Source: an optimization exercise on an open RTL-to-GDS flow (aim: small area). Production flows keep margins and buffers that such runs may drop. In this exercise RTL edits were held to simulation tests only and were not proved equivalent to the original. No activity file was given, so power comes from the tool's default toggle rates.

<file path="flow/run.sh">
#!/bin/bash
# synth_recipe.tcl (not shown) runs the flow's synth.tcl, then flattens the netlist and writes it again
# the make line also repeats each setting of config.mk as NAME=value (left out here)
make -C /OpenROAD-flow-scripts/flow DESIGN_CONFIG=/design/flow/config.mk WORK_HOME=/design/flow/orfs CLKGATE_MAP_FILE= SYNTH_SCRIPT=/design/flow/synth_recipe.tcl finish
</file>
<file path="flow/constraint.sdc">
create_clock -name core_clock -period 8.0 [get_ports {clk}]
set_input_delay 1.6000 -clock core_clock [delete_from_list [all_inputs] [get_ports {clk}]]
set_output_delay 1.6000 -clock core_clock [all_outputs]
set_load 0.01 [all_outputs]
</file>
<file path="flow/config.mk">
export PLATFORM = sky130hd
export DESIGN_NAME = RAM_assign
export DESIGN_NICKNAME = RAM_assign
export VERILOG_FILES = /design/flow/design.v
export SDC_FILE = /design/flow/constraint.sdc
export NUM_CORES = 4
export LEC_CHECK = 0
export CAP_MARGIN = 20
export CORE_MARGIN = 2
export CORE_UTILIZATION = 40
export CTS_BUF_LIST = sky130_fd_sc_hd__clkbuf_8
export CTS_CLUSTER_DIAMETER = 50
export CTS_CLUSTER_SIZE = 20
export SLEW_MARGIN = 20
export SYNTH_HIERARCHICAL = 1
export SYNTH_MINIMUM_KEEP_SIZE = 0
</file>
<file path="flow/design.v">
module ram_inv(input a, output y);
    assign y = ~a;
endmodule
module ram_nand2(input a, b, output y);
    assign y = ~(a & b);
endmodule
module ram_nor2(input a, b, output y);
    assign y = ~(a | b);
endmodule
module ram_and2(input a, b, output y);
    assign y = a & b;
endmodule
module ram_nand4(input a, b, c, d, output y);
    assign y = ~(a & b & c & d);
endmodule
module ram_oai22(input a0, b0, a1, b1, output y);
    assign y = ~((a0 | b0) & (a1 | b1));
endmodule
module ram_ao21(input a, b, c, output y);
    assign y = (a & b) | c;
endmodule
module ram_wbit(input wan, wbn, h, dan, dbn, q, output d);
    wire w;
    ram_oai22 u_w (.a0(wan), .b0(dan), .a1(wbn), .b1(dbn), .y(w));
    ram_ao21  u_d (.a(h), .b(q), .c(w), .y(d));
endmodule
module ram_predec(input [3:0] a, output [15:0] y, output [15:0] yn);
    wire [3:0] an;
    genvar i;
    generate
        for (i = 0; i < 4; i = i + 1) begin : g_inv
            ram_inv u (.a(a[i]), .y(an[i]));
        end
        for (i = 0; i < 16; i = i + 1) begin : g
            ram_nand4 u (.a(i & 1 ? a[0] : an[0]), .b(i & 2 ? a[1] : an[1]),
                         .c(i & 4 ? a[2] : an[2]), .d(i & 8 ? a[3] : an[3]),
                         .y(yn[i]));
            ram_inv ui (.a(yn[i]), .y(y[i]));
        end
    endgenerate
endmodule
module ram_rmux(input [255:0] seln, input [255:0] q, output y);
    wire t0;
    ram_oai22 u_t0 (.a0(seln[0]), .b0(q[0]), .a1(seln[1]), .b1(q[1]), .y(t0));
    wire t1;
    ram_oai22 u_t1 (.a0(seln[2]), .b0(q[2]), .a1(seln[3]), .b1(q[3]), .y(t1));
    wire t2;
    ram_oai22 u_t2 (.a0(seln[4]), .b0(q[4]), .a1(seln[5]), .b1(q[5]), .y(t2));
    wire t3;
    ram_oai22 u_t3 (.a0(seln[6]), .b0(q[6]), .a1(seln[7]), .b1(q[7]), .y(t3));
    wire t4;
    ram_oai22 u_t4 (.a0(seln[8]), .b0(q[8]), .a1(seln[9]), .b1(q[9]), .y(t4));
    wire t5;
    ram_oai22 u_t5 (.a0(seln[10]), .b0(q[10]), .a1(seln[11]), .b1(q[11]), .y(t5));
    wire t6;
    ram_oai22 u_t6 (.a0(seln[12]), .b0(q[12]), .a1(seln[13]), .b1(q[13]), .y(t6));
    wire t7;
    ram_oai22 u_t7 (.a0(seln[14]), .b0(q[14]), .a1(seln[15]), .b1(q[15]), .y(t7));
    wire t8;
    ram_oai22 u_t8 (.a0(seln[16]), .b0(q[16]), .a1(seln[17]), .b1(q[17]), .y(t8));
    wire t9;
    ram_oai22 u_t9 (.a0(seln[18]), .b0(q[18]), .a1(seln[19]), .b1(q[19]), .y(t9));
    wire t10;
    ram_oai22 u_t10 (.a0(seln[20]), .b0(q[20]), .a1(seln[21]), .b1(q[21]), .y(t10));
    wire t11;
    ram_oai22 u_t11 (.a0(seln[22]), .b0(q[22]), .a1(seln[23]), .b1(q[23]), .y(t11));
    wire t12;
    ram_oai22 u_t12 (.a0(seln[24]), .b0(q[24]), .a1(seln[25]), .b1(q[25]), .y(t12));
    wire t13;
    ram_oai22 u_t13 (.a0(seln[26]), .b0(q[26]), .a1(seln[27]), .b1(q[27]), .y(t13));
    wire t14;
    ram_oai22 u_t14 (.a0(seln[28]), .b0(q[28]), .a1(seln[29]), .b1(q[29]), .y(t14));
    wire t15;
    ram_oai22 u_t15 (.a0(seln[30]), .b0(q[30]), .a1(seln[31]), .b1(q[31]), .y(t15));
    wire t16;
    ram_oai22 u_t16 (.a0(seln[32]), .b0(q[32]), .a1(seln[33]), .b1(q[33]), .y(t16));
    wire t17;
    ram_oai22 u_t17 (.a0(seln[34]), .b0(q[34]), .a1(seln[35]), .b1(q[35]), .y(t17));
    wire t18;
    ram_oai22 u_t18 (.a0(seln[36]), .b0(q[36]), .a1(seln[37]), .b1(q[37]), .y(t18));
    wire t19;
    ram_oai22 u_t19 (.a0(seln[38]), .b0(q[38]), .a1(seln[39]), .b1(q[39]), .y(t19));
    wire t20;
    ram_oai22 u_t20 (.a0(seln[40]), .b0(q[40]), .a1(seln[41]), .b1(q[41]), .y(t20));
    wire t21;
    ram_oai22 u_t21 (.a0(seln[42]), .b0(q[42]), .a1(seln[43]), .b1(q[43]), .y(t21));
    wire t22;
    ram_oai22 u_t22 (.a0(seln[44]), .b0(q[44]), .a1(seln[45]), .b1(q[45]), .y(t22));
    wire t23;
    ram_oai22 u_t23 (.a0(seln[46]), .b0(q[46]), .a1(seln[47]), .b1(q[47]), .y(t23));
    wire t24;
    ram_oai22 u_t24 (.a0(seln[48]), .b0(q[48]), .a1(seln[49]), .b1(q[49]), .y(t24));
    wire t25;
    ram_oai22 u_t25 (.a0(seln[50]), .b0(q[50]), .a1(seln[51]), .b1(q[51]), .y(t25));
    wire t26;
    ram_oai22 u_t26 (.a0(seln[52]), .b0(q[52]), .a1(seln[53]), .b1(q[53]), .y(t26));
    wire t27;
    ram_oai22 u_t27 (.a0(seln[54]), .b0(q[54]), .a1(seln[55]), .b1(q[55]), .y(t27));
    wire t28;
    ram_oai22 u_t28 (.a0(seln[56]), .b0(q[56]), .a1(seln[57]), .b1(q[57]), .y(t28));
    wire t29;
    ram_oai22 u_t29 (.a0(seln[58]), .b0(q[58]), .a1(seln[59]), .b1(q[59]), .y(t29));
    wire t30;
    ram_oai22 u_t30 (.a0(seln[60]), .b0(q[60]), .a1(seln[61]), .b1(q[61]), .y(t30));
    wire t31;
    ram_oai22 u_t31 (.a0(seln[62]), .b0(q[62]), .a1(seln[63]), .b1(q[63]), .y(t31));
    wire t32;
    ram_oai22 u_t32 (.a0(seln[64]), .b0(q[64]), .a1(seln[65]), .b1(q[65]), .y(t32));
    wire t33;
    ram_oai22 u_t33 (.a0(seln[66]), .b0(q[66]), .a1(seln[67]), .b1(q[67]), .y(t33));
    wire t34;
    ram_oai22 u_t34 (.a0(seln[68]), .b0(q[68]), .a1(seln[69]), .b1(q[69]), .y(t34));
    wire t35;
    ram_oai22 u_t35 (.a0(seln[70]), .b0(q[70]), .a1(seln[71]), .b1(q[71]), .y(t35));
    wire t36;
    ram_oai22 u_t36 (.a0(seln[72]), .b0(q[72]), .a1(seln[73]), .b1(q[73]), .y(t36));
    wire t37;
    ram_oai22 u_t37 (.a0(seln[74]), .b0(q[74]), .a1(seln[75]), .b1(q[75]), .y(t37));
    wire t38;
    ram_oai22 u_t38 (.a0(seln[76]), .b0(q[76]), .a1(seln[77]), .b1(q[77]), .y(t38));
    wire t39;
    ram_oai22 u_t39 (.a0(seln[78]), .b0(q[78]), .a1(seln[79]), .b1(q[79]), .y(t39));
    wire t40;
    ram_oai22 u_t40 (.a0(seln[80]), .b0(q[80]), .a1(seln[81]), .b1(q[81]), .y(t40));
    wire t41;
    ram_oai22 u_t41 (.a0(seln[82]), .b0(q[82]), .a1(seln[83]), .b1(q[83]), .y(t41));
    wire t42;
    ram_oai22 u_t42 (.a0(seln[84]), .b0(q[84]), .a1(seln[85]), .b1(q[85]), .y(t42));
    wire t43;
    ram_oai22 u_t43 (.a0(seln[86]), .b0(q[86]), .a1(seln[87]), .b1(q[87]), .y(t43));
    wire t44;
    ram_oai22 u_t44 (.a0(seln[88]), .b0(q[88]), .a1(seln[89]), .b1(q[89]), .y(t44));
    wire t45;
    ram_oai22 u_t45 (.a0(seln[90]), .b0(q[90]), .a1(seln[91]), .b1(q[91]), .y(t45));
    wire t46;
    ram_oai22 u_t46 (.a0(seln[92]), .b0(q[92]), .a1(seln[93]), .b1(q[93]), .y(t46));
    wire t47;
    ram_oai22 u_t47 (.a0(seln[94]), .b0(q[94]), .a1(seln[95]), .b1(q[95]), .y(t47));
    wire t48;
    ram_oai22 u_t48 (.a0(seln[96]), .b0(q[96]), .a1(seln[97]), .b1(q[97]), .y(t48));
    wire t49;
    ram_oai22 u_t49 (.a0(seln[98]), .b0(q[98]), .a1(seln[99]), .b1(q[99]), .y(t49));
    wire t50;
    ram_oai22 u_t50 (.a0(seln[100]), .b0(q[100]), .a1(seln[101]), .b1(q[101]), .y(t50));
    wire t51;
    ram_oai22 u_t51 (.a0(seln[102]), .b0(q[102]), .a1(seln[103]), .b1(q[103]), .y(t51));
    wire t52;
    ram_oai22 u_t52 (.a0(seln[104]), .b0(q[104]), .a1(seln[105]), .b1(q[105]), .y(t52));
    wire t53;
    ram_oai22 u_t53 (.a0(seln[106]), .b0(q[106]), .a1(seln[107]), .b1(q[107]), .y(t53));
    wire t54;
    ram_oai22 u_t54 (.a0(seln[108]), .b0(q[108]), .a1(seln[109]), .b1(q[109]), .y(t54));
    wire t55;
    ram_oai22 u_t55 (.a0(seln[110]), .b0(q[110]), .a1(seln[111]), .b1(q[111]), .y(t55));
    wire t56;
    ram_oai22 u_t56 (.a0(seln[112]), .b0(q[112]), .a1(seln[113]), .b1(q[113]), .y(t56));
    wire t57;
    ram_oai22 u_t57 (.a0(seln[114]), .b0(q[114]), .a1(seln[115]), .b1(q[115]), .y(t57));
    wire t58;
    ram_oai22 u_t58 (.a0(seln[116]), .b0(q[116]), .a1(seln[117]), .b1(q[117]), .y(t58));
    wire t59;
    ram_oai22 u_t59 (.a0(seln[118]), .b0(q[118]), .a1(seln[119]), .b1(q[119]), .y(t59));
    wire t60;
    ram_oai22 u_t60 (.a0(seln[120]), .b0(q[120]), .a1(seln[121]), .b1(q[121]), .y(t60));
    wire t61;
    ram_oai22 u_t61 (.a0(seln[122]), .b0(q[122]), .a1(seln[123]), .b1(q[123]), .y(t61));
    wire t62;
    ram_oai22 u_t62 (.a0(seln[124]), .b0(q[124]), .a1(seln[125]), .b1(q[125]), .y(t62));
    wire t63;
    ram_oai22 u_t63 (.a0(seln[126]), .b0(q[126]), .a1(seln[127]), .b1(q[127]), .y(t63));
    wire t64;
    ram_oai22 u_t64 (.a0(seln[128]), .b0(q[128]), .a1(seln[129]), .b1(q[129]), .y(t64));
    wire t65;
    ram_oai22 u_t65 (.a0(seln[130]), .b0(q[130]), .a1(seln[131]), .b1(q[131]), .y(t65));
    wire t66;
    ram_oai22 u_t66 (.a0(seln[132]), .b0(q[132]), .a1(seln[133]), .b1(q[133]), .y(t66));
    wire t67;
    ram_oai22 u_t67 (.a0(seln[134]), .b0(q[134]), .a1(seln[135]), .b1(q[135]), .y(t67));
    wire t68;
    ram_oai22 u_t68 (.a0(seln[136]), .b0(q[136]), .a1(seln[137]), .b1(q[137]), .y(t68));
    wire t69;
    ram_oai22 u_t69 (.a0(seln[138]), .b0(q[138]), .a1(seln[139]), .b1(q[139]), .y(t69));
    wire t70;
    ram_oai22 u_t70 (.a0(seln[140]), .b0(q[140]), .a1(seln[141]), .b1(q[141]), .y(t70));
    wire t71;
    ram_oai22 u_t71 (.a0(seln[142]), .b0(q[142]), .a1(seln[143]), .b1(q[143]), .y(t71));
    wire t72;
    ram_oai22 u_t72 (.a0(seln[144]), .b0(q[144]), .a1(seln[145]), .b1(q[145]), .y(t72));
    wire t73;
    ram_oai22 u_t73 (.a0(seln[146]), .b0(q[146]), .a1(seln[147]), .b1(q[147]), .y(t73));
    wire t74;
    ram_oai22 u_t74 (.a0(seln[148]), .b0(q[148]), .a1(seln[149]), .b1(q[149]), .y(t74));
    wire t75;
    ram_oai22 u_t75 (.a0(seln[150]), .b0(q[150]), .a1(seln[151]), .b1(q[151]), .y(t75));
    wire t76;
    ram_oai22 u_t76 (.a0(seln[152]), .b0(q[152]), .a1(seln[153]), .b1(q[153]), .y(t76));
    wire t77;
    ram_oai22 u_t77 (.a0(seln[154]), .b0(q[154]), .a1(seln[155]), .b1(q[155]), .y(t77));
    wire t78;
    ram_oai22 u_t78 (.a0(seln[156]), .b0(q[156]), .a1(seln[157]), .b1(q[157]), .y(t78));
    wire t79;
    ram_oai22 u_t79 (.a0(seln[158]), .b0(q[158]), .a1(seln[159]), .b1(q[159]), .y(t79));
    wire t80;
    ram_oai22 u_t80 (.a0(seln[160]), .b0(q[160]), .a1(seln[161]), .b1(q[161]), .y(t80));
    wire t81;
    ram_oai22 u_t81 (.a0(seln[162]), .b0(q[162]), .a1(seln[163]), .b1(q[163]), .y(t81));
    wire t82;
    ram_oai22 u_t82 (.a0(seln[164]), .b0(q[164]), .a1(seln[165]), .b1(q[165]), .y(t82));
    wire t83;
    ram_oai22 u_t83 (.a0(seln[166]), .b0(q[166]), .a1(seln[167]), .b1(q[167]), .y(t83));
    wire t84;
    ram_oai22 u_t84 (.a0(seln[168]), .b0(q[168]), .a1(seln[169]), .b1(q[169]), .y(t84));
    wire t85;
    ram_oai22 u_t85 (.a0(seln[170]), .b0(q[170]), .a1(seln[171]), .b1(q[171]), .y(t85));
    wire t86;
    ram_oai22 u_t86 (.a0(seln[172]), .b0(q[172]), .a1(seln[173]), .b1(q[173]), .y(t86));
    wire t87;
    ram_oai22 u_t87 (.a0(seln[174]), .b0(q[174]), .a1(seln[175]), .b1(q[175]), .y(t87));
    wire t88;
    ram_oai22 u_t88 (.a0(seln[176]), .b0(q[176]), .a1(seln[177]), .b1(q[177]), .y(t88));
    wire t89;
    ram_oai22 u_t89 (.a0(seln[178]), .b0(q[178]), .a1(seln[179]), .b1(q[179]), .y(t89));
    wire t90;
    ram_oai22 u_t90 (.a0(seln[180]), .b0(q[180]), .a1(seln[181]), .b1(q[181]), .y(t90));
    wire t91;
    ram_oai22 u_t91 (.a0(seln[182]), .b0(q[182]), .a1(seln[183]), .b1(q[183]), .y(t91));
    wire t92;
    ram_oai22 u_t92 (.a0(seln[184]), .b0(q[184]), .a1(seln[185]), .b1(q[185]), .y(t92));
    wire t93;
    ram_oai22 u_t93 (.a0(seln[186]), .b0(q[186]), .a1(seln[187]), .b1(q[187]), .y(t93));
    wire t94;
    ram_oai22 u_t94 (.a0(seln[188]), .b0(q[188]), .a1(seln[189]), .b1(q[189]), .y(t94));
    wire t95;
    ram_oai22 u_t95 (.a0(seln[190]), .b0(q[190]), .a1(seln[191]), .b1(q[191]), .y(t95));
    wire t96;
    ram_oai22 u_t96 (.a0(seln[192]), .b0(q[192]), .a1(seln[193]), .b1(q[193]), .y(t96));
    wire t97;
    ram_oai22 u_t97 (.a0(seln[194]), .b0(q[194]), .a1(seln[195]), .b1(q[195]), .y(t97));
    wire t98;
    ram_oai22 u_t98 (.a0(seln[196]), .b0(q[196]), .a1(seln[197]), .b1(q[197]), .y(t98));
    wire t99;
    ram_oai22 u_t99 (.a0(seln[198]), .b0(q[198]), .a1(seln[199]), .b1(q[199]), .y(t99));
    wire t100;
    ram_oai22 u_t100 (.a0(seln[200]), .b0(q[200]), .a1(seln[201]), .b1(q[201]), .y(t100));
    wire t101;
    ram_oai22 u_t101 (.a0(seln[202]), .b0(q[202]), .a1(seln[203]), .b1(q[203]), .y(t101));
    wire t102;
    ram_oai22 u_t102 (.a0(seln[204]), .b0(q[204]), .a1(seln[205]), .b1(q[205]), .y(t102));
    wire t103;
    ram_oai22 u_t103 (.a0(seln[206]), .b0(q[206]), .a1(seln[207]), .b1(q[207]), .y(t103));
    wire t104;
    ram_oai22 u_t104 (.a0(seln[208]), .b0(q[208]), .a1(seln[209]), .b1(q[209]), .y(t104));
    wire t105;
    ram_oai22 u_t105 (.a0(seln[210]), .b0(q[210]), .a1(seln[211]), .b1(q[211]), .y(t105));
    wire t106;
    ram_oai22 u_t106 (.a0(seln[212]), .b0(q[212]), .a1(seln[213]), .b1(q[213]), .y(t106));
    wire t107;
    ram_oai22 u_t107 (.a0(seln[214]), .b0(q[214]), .a1(seln[215]), .b1(q[215]), .y(t107));
    wire t108;
    ram_oai22 u_t108 (.a0(seln[216]), .b0(q[216]), .a1(seln[217]), .b1(q[217]), .y(t108));
    wire t109;
    ram_oai22 u_t109 (.a0(seln[218]), .b0(q[218]), .a1(seln[219]), .b1(q[219]), .y(t109));
    wire t110;
    ram_oai22 u_t110 (.a0(seln[220]), .b0(q[220]), .a1(seln[221]), .b1(q[221]), .y(t110));
    wire t111;
    ram_oai22 u_t111 (.a0(seln[222]), .b0(q[222]), .a1(seln[223]), .b1(q[223]), .y(t111));
    wire t112;
    ram_oai22 u_t112 (.a0(seln[224]), .b0(q[224]), .a1(seln[225]), .b1(q[225]), .y(t112));
    wire t113;
    ram_oai22 u_t113 (.a0(seln[226]), .b0(q[226]), .a1(seln[227]), .b1(q[227]), .y(t113));
    wire t114;
    ram_oai22 u_t114 (.a0(seln[228]), .b0(q[228]), .a1(seln[229]), .b1(q[229]), .y(t114));
    wire t115;
    ram_oai22 u_t115 (.a0(seln[230]), .b0(q[230]), .a1(seln[231]), .b1(q[231]), .y(t115));
    wire t116;
    ram_oai22 u_t116 (.a0(seln[232]), .b0(q[232]), .a1(seln[233]), .b1(q[233]), .y(t116));
    wire t117;
    ram_oai22 u_t117 (.a0(seln[234]), .b0(q[234]), .a1(seln[235]), .b1(q[235]), .y(t117));
    wire t118;
    ram_oai22 u_t118 (.a0(seln[236]), .b0(q[236]), .a1(seln[237]), .b1(q[237]), .y(t118));
    wire t119;
    ram_oai22 u_t119 (.a0(seln[238]), .b0(q[238]), .a1(seln[239]), .b1(q[239]), .y(t119));
    wire t120;
    ram_oai22 u_t120 (.a0(seln[240]), .b0(q[240]), .a1(seln[241]), .b1(q[241]), .y(t120));
    wire t121;
    ram_oai22 u_t121 (.a0(seln[242]), .b0(q[242]), .a1(seln[243]), .b1(q[243]), .y(t121));
    wire t122;
    ram_oai22 u_t122 (.a0(seln[244]), .b0(q[244]), .a1(seln[245]), .b1(q[245]), .y(t122));
    wire t123;
    ram_oai22 u_t123 (.a0(seln[246]), .b0(q[246]), .a1(seln[247]), .b1(q[247]), .y(t123));
    wire t124;
    ram_oai22 u_t124 (.a0(seln[248]), .b0(q[248]), .a1(seln[249]), .b1(q[249]), .y(t124));
    wire t125;
    ram_oai22 u_t125 (.a0(seln[250]), .b0(q[250]), .a1(seln[251]), .b1(q[251]), .y(t125));
    wire t126;
    ram_oai22 u_t126 (.a0(seln[252]), .b0(q[252]), .a1(seln[253]), .b1(q[253]), .y(t126));
    wire t127;
    ram_oai22 u_t127 (.a0(seln[254]), .b0(q[254]), .a1(seln[255]), .b1(q[255]), .y(t127));
    wire r0_0;
    ram_nor2 u_r0_0 (.a(t0), .b(t1), .y(r0_0));
    wire r0_1;
    ram_nor2 u_r0_1 (.a(t2), .b(t3), .y(r0_1));
    wire r0_2;
    ram_nor2 u_r0_2 (.a(t4), .b(t5), .y(r0_2));
    wire r0_3;
    ram_nor2 u_r0_3 (.a(t6), .b(t7), .y(r0_3));
    wire r0_4;
    ram_nor2 u_r0_4 (.a(t8), .b(t9), .y(r0_4));
    wire r0_5;
    ram_nor2 u_r0_5 (.a(t10), .b(t11), .y(r0_5));
    wire r0_6;
    ram_nor2 u_r0_6 (.a(t12), .b(t13), .y(r0_6));
    wire r0_7;
    ram_nor2 u_r0_7 (.a(t14), .b(t15), .y(r0_7));
    wire r0_8;
    ram_nor2 u_r0_8 (.a(t16), .b(t17), .y(r0_8));
    wire r0_9;
    ram_nor2 u_r0_9 (.a(t18), .b(t19), .y(r0_9));
    wire r0_10;
    ram_nor2 u_r0_10 (.a(t20), .b(t21), .y(r0_10));
    wire r0_11;
    ram_nor2 u_r0_11 (.a(t22), .b(t23), .y(r0_11));
    wire r0_12;
    ram_nor2 u_r0_12 (.a(t24), .b(t25), .y(r0_12));
    wire r0_13;
    ram_nor2 u_r0_13 (.a(t26), .b(t27), .y(r0_13));
    wire r0_14;
    ram_nor2 u_r0_14 (.a(t28), .b(t29), .y(r0_14));
    wire r0_15;
    ram_nor2 u_r0_15 (.a(t30), .b(t31), .y(r0_15));
    wire r0_16;
    ram_nor2 u_r0_16 (.a(t32), .b(t33), .y(r0_16));
    wire r0_17;
    ram_nor2 u_r0_17 (.a(t34), .b(t35), .y(r0_17));
    wire r0_18;
    ram_nor2 u_r0_18 (.a(t36), .b(t37), .y(r0_18));
    wire r0_19;
    ram_nor2 u_r0_19 (.a(t38), .b(t39), .y(r0_19));
    wire r0_20;
    ram_nor2 u_r0_20 (.a(t40), .b(t41), .y(r0_20));
    wire r0_21;
    ram_nor2 u_r0_21 (.a(t42), .b(t43), .y(r0_21));
    wire r0_22;
    ram_nor2 u_r0_22 (.a(t44), .b(t45), .y(r0_22));
    wire r0_23;
    ram_nor2 u_r0_23 (.a(t46), .b(t47), .y(r0_23));
    wire r0_24;
    ram_nor2 u_r0_24 (.a(t48), .b(t49), .y(r0_24));
    wire r0_25;
    ram_nor2 u_r0_25 (.a(t50), .b(t51), .y(r0_25));
    wire r0_26;
    ram_nor2 u_r0_26 (.a(t52), .b(t53), .y(r0_26));
    wire r0_27;
    ram_nor2 u_r0_27 (.a(t54), .b(t55), .y(r0_27));
    wire r0_28;
    ram_nor2 u_r0_28 (.a(t56), .b(t57), .y(r0_28));
    wire r0_29;
    ram_nor2 u_r0_29 (.a(t58), .b(t59), .y(r0_29));
    wire r0_30;
    ram_nor2 u_r0_30 (.a(t60), .b(t61), .y(r0_30));
    wire r0_31;
    ram_nor2 u_r0_31 (.a(t62), .b(t63), .y(r0_31));
    wire r0_32;
    ram_nor2 u_r0_32 (.a(t64), .b(t65), .y(r0_32));
    wire r0_33;
    ram_nor2 u_r0_33 (.a(t66), .b(t67), .y(r0_33));
    wire r0_34;
    ram_nor2 u_r0_34 (.a(t68), .b(t69), .y(r0_34));
    wire r0_35;
    ram_nor2 u_r0_35 (.a(t70), .b(t71), .y(r0_35));
    wire r0_36;
    ram_nor2 u_r0_36 (.a(t72), .b(t73), .y(r0_36));
    wire r0_37;
    ram_nor2 u_r0_37 (.a(t74), .b(t75), .y(r0_37));
    wire r0_38;
    ram_nor2 u_r0_38 (.a(t76), .b(t77), .y(r0_38));
    wire r0_39;
    ram_nor2 u_r0_39 (.a(t78), .b(t79), .y(r0_39));
    wire r0_40;
    ram_nor2 u_r0_40 (.a(t80), .b(t81), .y(r0_40));
    wire r0_41;
    ram_nor2 u_r0_41 (.a(t82), .b(t83), .y(r0_41));
    wire r0_42;
    ram_nor2 u_r0_42 (.a(t84), .b(t85), .y(r0_42));
    wire r0_43;
    ram_nor2 u_r0_43 (.a(t86), .b(t87), .y(r0_43));
    wire r0_44;
    ram_nor2 u_r0_44 (.a(t88), .b(t89), .y(r0_44));
    wire r0_45;
    ram_nor2 u_r0_45 (.a(t90), .b(t91), .y(r0_45));
    wire r0_46;
    ram_nor2 u_r0_46 (.a(t92), .b(t93), .y(r0_46));
    wire r0_47;
    ram_nor2 u_r0_47 (.a(t94), .b(t95), .y(r0_47));
    wire r0_48;
    ram_nor2 u_r0_48 (.a(t96), .b(t97), .y(r0_48));
    wire r0_49;
    ram_nor2 u_r0_49 (.a(t98), .b(t99), .y(r0_49));
    wire r0_50;
    ram_nor2 u_r0_50 (.a(t100), .b(t101), .y(r0_50));
    wire r0_51;
    ram_nor2 u_r0_51 (.a(t102), .b(t103), .y(r0_51));
    wire r0_52;
    ram_nor2 u_r0_52 (.a(t104), .b(t105), .y(r0_52));
    wire r0_53;
    ram_nor2 u_r0_53 (.a(t106), .b(t107), .y(r0_53));
    wire r0_54;
    ram_nor2 u_r0_54 (.a(t108), .b(t109), .y(r0_54));
    wire r0_55;
    ram_nor2 u_r0_55 (.a(t110), .b(t111), .y(r0_55));
    wire r0_56;
    ram_nor2 u_r0_56 (.a(t112), .b(t113), .y(r0_56));
    wire r0_57;
    ram_nor2 u_r0_57 (.a(t114), .b(t115), .y(r0_57));
    wire r0_58;
    ram_nor2 u_r0_58 (.a(t116), .b(t117), .y(r0_58));
    wire r0_59;
    ram_nor2 u_r0_59 (.a(t118), .b(t119), .y(r0_59));
    wire r0_60;
    ram_nor2 u_r0_60 (.a(t120), .b(t121), .y(r0_60));
    wire r0_61;
    ram_nor2 u_r0_61 (.a(t122), .b(t123), .y(r0_61));
    wire r0_62;
    ram_nor2 u_r0_62 (.a(t124), .b(t125), .y(r0_62));
    wire r0_63;
    ram_nor2 u_r0_63 (.a(t126), .b(t127), .y(r0_63));
    wire r1_64;
    ram_nand4 u_r1_64 (.a(r0_0), .b(r0_1), .c(r0_2), .d(r0_3), .y(r1_64));
    wire r1_65;
    ram_nand4 u_r1_65 (.a(r0_4), .b(r0_5), .c(r0_6), .d(r0_7), .y(r1_65));
    wire r1_66;
    ram_nand4 u_r1_66 (.a(r0_8), .b(r0_9), .c(r0_10), .d(r0_11), .y(r1_66));
    wire r1_67;
    ram_nand4 u_r1_67 (.a(r0_12), .b(r0_13), .c(r0_14), .d(r0_15), .y(r1_67));
    wire r1_68;
    ram_nand4 u_r1_68 (.a(r0_16), .b(r0_17), .c(r0_18), .d(r0_19), .y(r1_68));
    wire r1_69;
    ram_nand4 u_r1_69 (.a(r0_20), .b(r0_21), .c(r0_22), .d(r0_23), .y(r1_69));
    wire r1_70;
    ram_nand4 u_r1_70 (.a(r0_24), .b(r0_25), .c(r0_26), .d(r0_27), .y(r1_70));
    wire r1_71;
    ram_nand4 u_r1_71 (.a(r0_28), .b(r0_29), .c(r0_30), .d(r0_31), .y(r1_71));
    wire r1_72;
    ram_nand4 u_r1_72 (.a(r0_32), .b(r0_33), .c(r0_34), .d(r0_35), .y(r1_72));
    wire r1_73;
    ram_nand4 u_r1_73 (.a(r0_36), .b(r0_37), .c(r0_38), .d(r0_39), .y(r1_73));
    wire r1_74;
    ram_nand4 u_r1_74 (.a(r0_40), .b(r0_41), .c(r0_42), .d(r0_43), .y(r1_74));
    wire r1_75;
    ram_nand4 u_r1_75 (.a(r0_44), .b(r0_45), .c(r0_46), .d(r0_47), .y(r1_75));
    wire r1_76;
    ram_nand4 u_r1_76 (.a(r0_48), .b(r0_49), .c(r0_50), .d(r0_51), .y(r1_76));
    wire r1_77;
    ram_nand4 u_r1_77 (.a(r0_52), .b(r0_53), .c(r0_54), .d(r0_55), .y(r1_77));
    wire r1_78;
    ram_nand4 u_r1_78 (.a(r0_56), .b(r0_57), .c(r0_58), .d(r0_59), .y(r1_78));
    wire r1_79;
    ram_nand4 u_r1_79 (.a(r0_60), .b(r0_61), .c(r0_62), .d(r0_63), .y(r1_79));
    wire r2_80;
    ram_nor2 u_r2_80 (.a(r1_64), .b(r1_65), .y(r2_80));
    wire r2_81;
    ram_nor2 u_r2_81 (.a(r1_66), .b(r1_67), .y(r2_81));
    wire r2_82;
    ram_nor2 u_r2_82 (.a(r1_68), .b(r1_69), .y(r2_82));
    wire r2_83;
    ram_nor2 u_r2_83 (.a(r1_70), .b(r1_71), .y(r2_83));
    wire r2_84;
    ram_nor2 u_r2_84 (.a(r1_72), .b(r1_73), .y(r2_84));
    wire r2_85;
    ram_nor2 u_r2_85 (.a(r1_74), .b(r1_75), .y(r2_85));
    wire r2_86;
    ram_nor2 u_r2_86 (.a(r1_76), .b(r1_77), .y(r2_86));
    wire r2_87;
    ram_nor2 u_r2_87 (.a(r1_78), .b(r1_79), .y(r2_87));
    wire r3_88;
    ram_nand4 u_r3_88 (.a(r2_80), .b(r2_81), .c(r2_82), .d(r2_83), .y(r3_88));
    wire r3_89;
    ram_nand4 u_r3_89 (.a(r2_84), .b(r2_85), .c(r2_86), .d(r2_87), .y(r3_89));
    wire r4_90;
    ram_nor2 u_r4_90 (.a(r3_88), .b(r3_89), .y(r4_90));
    assign y = r4_90;
endmodule
module RAM_assign(
    input [7:0] add_a,add_b,
    input [7:0] din_a,din_b,
    input clk,we_a,we_b,rst,
    output reg [7:0] dout_a,dout_b
);
    reg  [2047:0] mem;
    wire [2047:0] nxt;
    wire wea = we_a & ~(we_b & (add_a == add_b));
    wire [15:0] al, al_n, ah, ah_n, bl, bl_n, bh, bh_n;
    ram_predec u_pal (.a(add_a[3:0]), .y(al), .yn(al_n));
    ram_predec u_pah (.a(add_a[7:4]), .y(ah), .yn(ah_n));
    ram_predec u_pbl (.a(add_b[3:0]), .y(bl), .yn(bl_n));
    ram_predec u_pbh (.a(add_b[7:4]), .y(bh), .yn(bh_n));
    wire [15:0] ahw, bhw;
    wire        ahr, bhr;
    genvar w, b, i;
    generate
        for (i = 0; i < 16; i = i + 1) begin : g_row
            ram_and2 u_ga (.a(ah[i]), .b(wea),  .y(ahw[i]));
            ram_and2 u_gb (.a(bh[i]), .b(we_b), .y(bhw[i]));
        end
    endgenerate
    ram_and2 u_ra (.a(ahw[0]), .b(rst), .y(ahr));
    ram_and2 u_rb (.a(bhw[0]), .b(rst), .y(bhr));
    wire [7:0] dan = ~din_a;
    wire [7:0] dbn = ~din_b;
    wire [255:0] seln_a, seln_b;    
    wire [255:0] wan, wbn;          
    wire [255:0] hold;
    generate
        for (w = 0; w < 256; w = w + 1) begin : g_word
            ram_nand2 u_sa (.a(ah[w/16]), .b(al[w%16]), .y(seln_a[w]));
            ram_nand2 u_sb (.a(bh[w/16]), .b(bl[w%16]), .y(seln_b[w]));
            if (w >= 8) begin : g_plain
                ram_nand2 u_wa (.a(ahw[w/16]), .b(al[w%16]), .y(wan[w]));
                ram_nand2 u_wb (.a(bhw[w/16]), .b(bl[w%16]), .y(wbn[w]));
                ram_and2  u_h  (.a(wan[w]), .b(wbn[w]), .y(hold[w]));
            end else begin : g_rst
                wire hh;
                ram_nand2 u_wa (.a(ahr), .b(al[w]), .y(wan[w]));
                ram_nand2 u_wb (.a(bhr), .b(bl[w]), .y(wbn[w]));
                ram_and2  u_hh (.a(wan[w]), .b(wbn[w]), .y(hh));
                ram_and2  u_h  (.a(hh), .b(rst), .y(hold[w]));
            end
            for (b = 0; b < 8; b = b + 1) begin : g_bit
                ram_wbit u_b (.wan(wan[w]), .wbn(wbn[w]), .h(hold[w]),
                              .dan(dan[b]), .dbn(dbn[b]),
                              .q(mem[8*w + b]), .d(nxt[8*w + b]));
            end
        end
    endgenerate
    wire [7:0] rd_a, rd_b;
    generate
        for (b = 0; b < 8; b = b + 1) begin : g_col
            wire [255:0] col;
            for (w = 0; w < 256; w = w + 1) begin : g_w
                assign col[w] = mem[8*w + b];
            end
            ram_rmux u_ra (.seln(seln_a), .q(col), .y(rd_a[b]));
            ram_rmux u_rb (.seln(seln_b), .q(col), .y(rd_b[b]));
        end
    endgenerate
    always @(posedge clk)
        mem <= nxt;
    always @(posedge clk) begin
        if (!we_a) dout_a <= rd_a;
        if (!we_b) dout_b <= rd_b;
    end
endmodule
</file>
==> out/summary.txt <==
H-Tree Depth = 4
Worst-path clk slew = 0.09 ns
Min cycle time layout = 5.72 ns
WL/cell = 33.3 um
Synth Instances = 11200
Final nets = 11600
# resized after CTS = 0
Critical path class = in -> reg
Vias = 108000
Sequential share of power = 52.5%
Clock power share = 37.4%
DRC viols = 0
Adder-Cell Fraction of Synth Area = 0%
Comb pwr share = 10.1%
CTS Buffer Depth = 3
Xor/xnor share of the synthesized area = 0.0736%
Unrepaired setup endpoints after global routing = no
Actual slew at the worst max-slew pin = 1.19 ns
Max IR drop VDD = 157 uV
Max Cap Viol = 0
Area grow syn2layout = 12.3%
Row Count = 179
Arrival time at the worst endpoint = 6.66 ns
Setup TNS after final layout = 0 ns
Crit-path max FO = 18
Total GRT Usage = 38.8%
Initial Utilization = 40.1%
Drt first pass iters = 9
Die X = 492 um
Pre-CTS WS = 1.55 ns
Initial antenna violation count = 26
Final Hold Viols = 0
Total grt overflow = 0
Critical Path Sink Type = flop
Core area = 237000 um2
DP Area = 101000 um2
Crit share post-route = 71.5%
Crit path launch type = input port
Die area = 242000 um2
# Post-CTS Setup Buffers = 0
Synth Area per Inst = 8.53 um2
Synth Area in Simple Gates = 12.9%
Sink Count = 2064
Final Max Tran Viols = 0
Sw Share = 32.3%
Slew headroom = 20.9%
First-pass GRT wire length = 703000 um
Hold/Removal Path Class = reg -> reg
Worst-Skew Late Latency = 1.11 ns
Synth Area in Compound Gates = 43.1%
Hold-fix buffers, CTS = 0
Mapped Area = 95200 um2
Crit path required time = 8.93 ns
Vias in the first global route = 101000
Vias per inst = 7.23
CTS buffer count = 237
Layout cells sized above 1 = 5.16%
Final Setup Violations = 0
Mux cell area share after synthesis = 0%
Antenna-violating nets left = 0
Internal power = 0.0158 W
PwrDens = 219 nW/um2
Clock skew = 0.0767 ns
Post-DP HPWL = 314000 um
Final Util = 45.0%
Leakage = 53.2 nW
Die height = 492 um
GPL Wtd Cong = 1.11
Status = finished clean
Number of DRC markers in iteration 0 = 16900
Fillcell total = 23400
Largest net degree at the start of global routing = 128
Top Ports = 52
Port Buf Inserts = 51
Finished Cell Area = 107000 um2
Main combinational cell family by area after synthesis = compound AO/OA/AOI/OAI gates
CTS tree = done
Net count after synthesis = 11200
Highest clock rate = 175 MHz
#FFs+latches synth = 2064
Yosys warning count = 7
R2R setup slack = 4.82 ns
Root buffer cell = clkbuf_8
Fin worst setup slack = 2.28 ns
Yosys cell types = 14
Sequential-to-total area share from yosys stat = 43.6%
NetSw = 0.00756 W
Total wire length = 499000 um
## Yosys cell counts
cell type  count  share of area [%]
dfxtp_1     2048                 43
a21o_1      2048                 16
nor2_1      1168                4.6
nand2_1     1024                4.0
nor4_1         1             0.0066
o22ai_1     4096                 27
nor3_1         1             0.0053
and2_1       298                2.0
a41oi_1        1             0.0092
xnor2_1        1             0.0092
xor2_1         7              0.064
nand4_1      352                2.3
edfxtp_1      16               0.50
inv_1         98               0.39
## cells in the final DEF (no fill, tap or decap), types with 40 or more instances in the layout
cell,instances
inv_6,48
buf_4,84
nor2_1,1167
inv_1,63
clkinv_8,40
inv_8,47
clkbuf_8,247
nand2_1,1024
o22ai_1,4096
and2_1,297
clkdlybuf4s50_1,50
dfxtp_1,2048
a21o_1,2048
nand4_1,352
## logic make-up (layout without fill, tap and decap cells)
kind of cell              Yosys count  in the layout
AOI/OAI and AO/OA                6145           6145
and+or+nand+nor                  2844           2844
DFF                              2064           2064
buffers and inverters              98            718
xor gates and xnor gates            8              8
other                               0             20
## power groups by stage
stage	Sequential, W	Combinational (W)	Clock (W)
floorplan	0.0120	0.00126	0
global placement	0.0124	0.00219	0
detailed placement	0.0125	0.00225	0
finish	0.0123	0.00237	0.00873
CTS	0.0122	0.00225	0.00879
global route	0.0124	0.00239	0.00921
## metrics by stage
| step | power, W | std cells | hold WS [ns] |
|---|---|---|---|
| after CTS | 0.0233 | 14900 | 0.487 |
| after floorplan | 0.0133 | 11200 | 0.450 |
| final | 0.0234 | 15000 | 0.484 |
| after global routing | 0.0240 | 15000 | 0.497 |
| after global placement | 0.0146 | 14500 | 0.457 |
| after detailed placement | 0.0147 | 14500 | 0.467 |
## registers in the layout, summed over array words and instances, names as in the netlist
| register | count |
|---|---|
| dout_a | 8 |
| dout_b | 8 |
| mem | 2048 |
## per-module statistics from Yosys, one instance, submodules excluded, excerpt
module | copies in the design | cell area, um2 | cells
RAM_assign | 1 | 41600 | 2093
ram_ao21 | 2048 | 7.51 | 1
ram_and2 | 298 | 6.26 | 1
ram_inv | 80 | 3.75 | 1
ram_nor2 | 1168 | 3.75 | 1
ram_nand4 | 352 | 6.26 | 1
ram_oai22 | 4096 | 6.26 | 1
ram_nand2 | 1024 | 3.75 | 1
## path summary, 6_finish.rpt
check,start,end,depth (start not counted)
max,add_a[2],dout_a[3]$_DFFE_PN_,13
min,mem[1384]$_DFF_P_,mem[1384]$_DFF_P_,1
min reg2reg,mem[1384]$_DFF_P_,mem[1384]$_DFF_P_,1
max reg2reg,mem[1783]$_DFF_P_,dout_a[7]$_DFFE_PN_,6
## final cells by class
| type | count | area, um2 | area share, % |
|---|---|---|---|
| multi-input combinational | 8997 | 53400 | 49.9 |
| antenna | 20 | 50.0 | 0.0468 |
| timing repair buffer | 165 | 1740 | 1.62 |
| tap | 3167 | 3960 | 3.71 |
| sequential | 2064 | 41500 | 38.8 |
| clock buffer | 247 | 3400 | 3.18 |
| inverter | 98 | 492 | 0.460 |
| clock inverter | 208 | 2410 | 2.26 |
## critical path, cell delays in order
cell and delay [ns]:
clkdlybuf4s50_1 0.72, inv_1 0.22, nand4_1 0.15, inv_2 0.30
buf_4 0.43, buf_4 0.33, nand2_1 0.24, o22ai_1 0.14
nor2_1 0.18, nand4_1 0.29, nor2_1 0.97, nand4_1 0.62
nor2_1 0.35
## metal layers
metal	wire (um)	share of wire, %	GRT usage (%)	vias up
met3	59200	12	9.38	1922
met1	188000	38	49.1	52200
li1	-	-	-	46200
met4	40000	8.0	27.2	30
met2	211000	42	57.9	7891
met5	185	0.037	0	-

[separate check: timing with driven ports]
In the flow no input, the clock included, has a driving cell. The finished layout below was timed again as built, in two steps.
Step 1 sets driving cells, clkbuf_16 on the clock port and buf_2 on the other inputs (assumed; they add their load-dependent delay and slew).
Step 2 adds t to the input delays and takes it off the output delays; t is the mean of the earliest and latest rising clock arrival at the registers after step 1. Input paths then give back, and output paths get back, about the clock's delay inside the block.
a / b / c = no drivers / after step 1 / after step 2; a / b = the first two.
t (ns): 1.168
setup WS [ns]: 2.277 / 2.331 / 1.163
latest minus earliest clock arrival (ns): 0.085 / 0.085
worst register clock-pin slew, ns: 0.12 / 0.12
After both steps setup and hold are still met in this run. For this run, drivers alone change the setup slack by +0.054 ns; drivers and shift together by -1.114 ns.
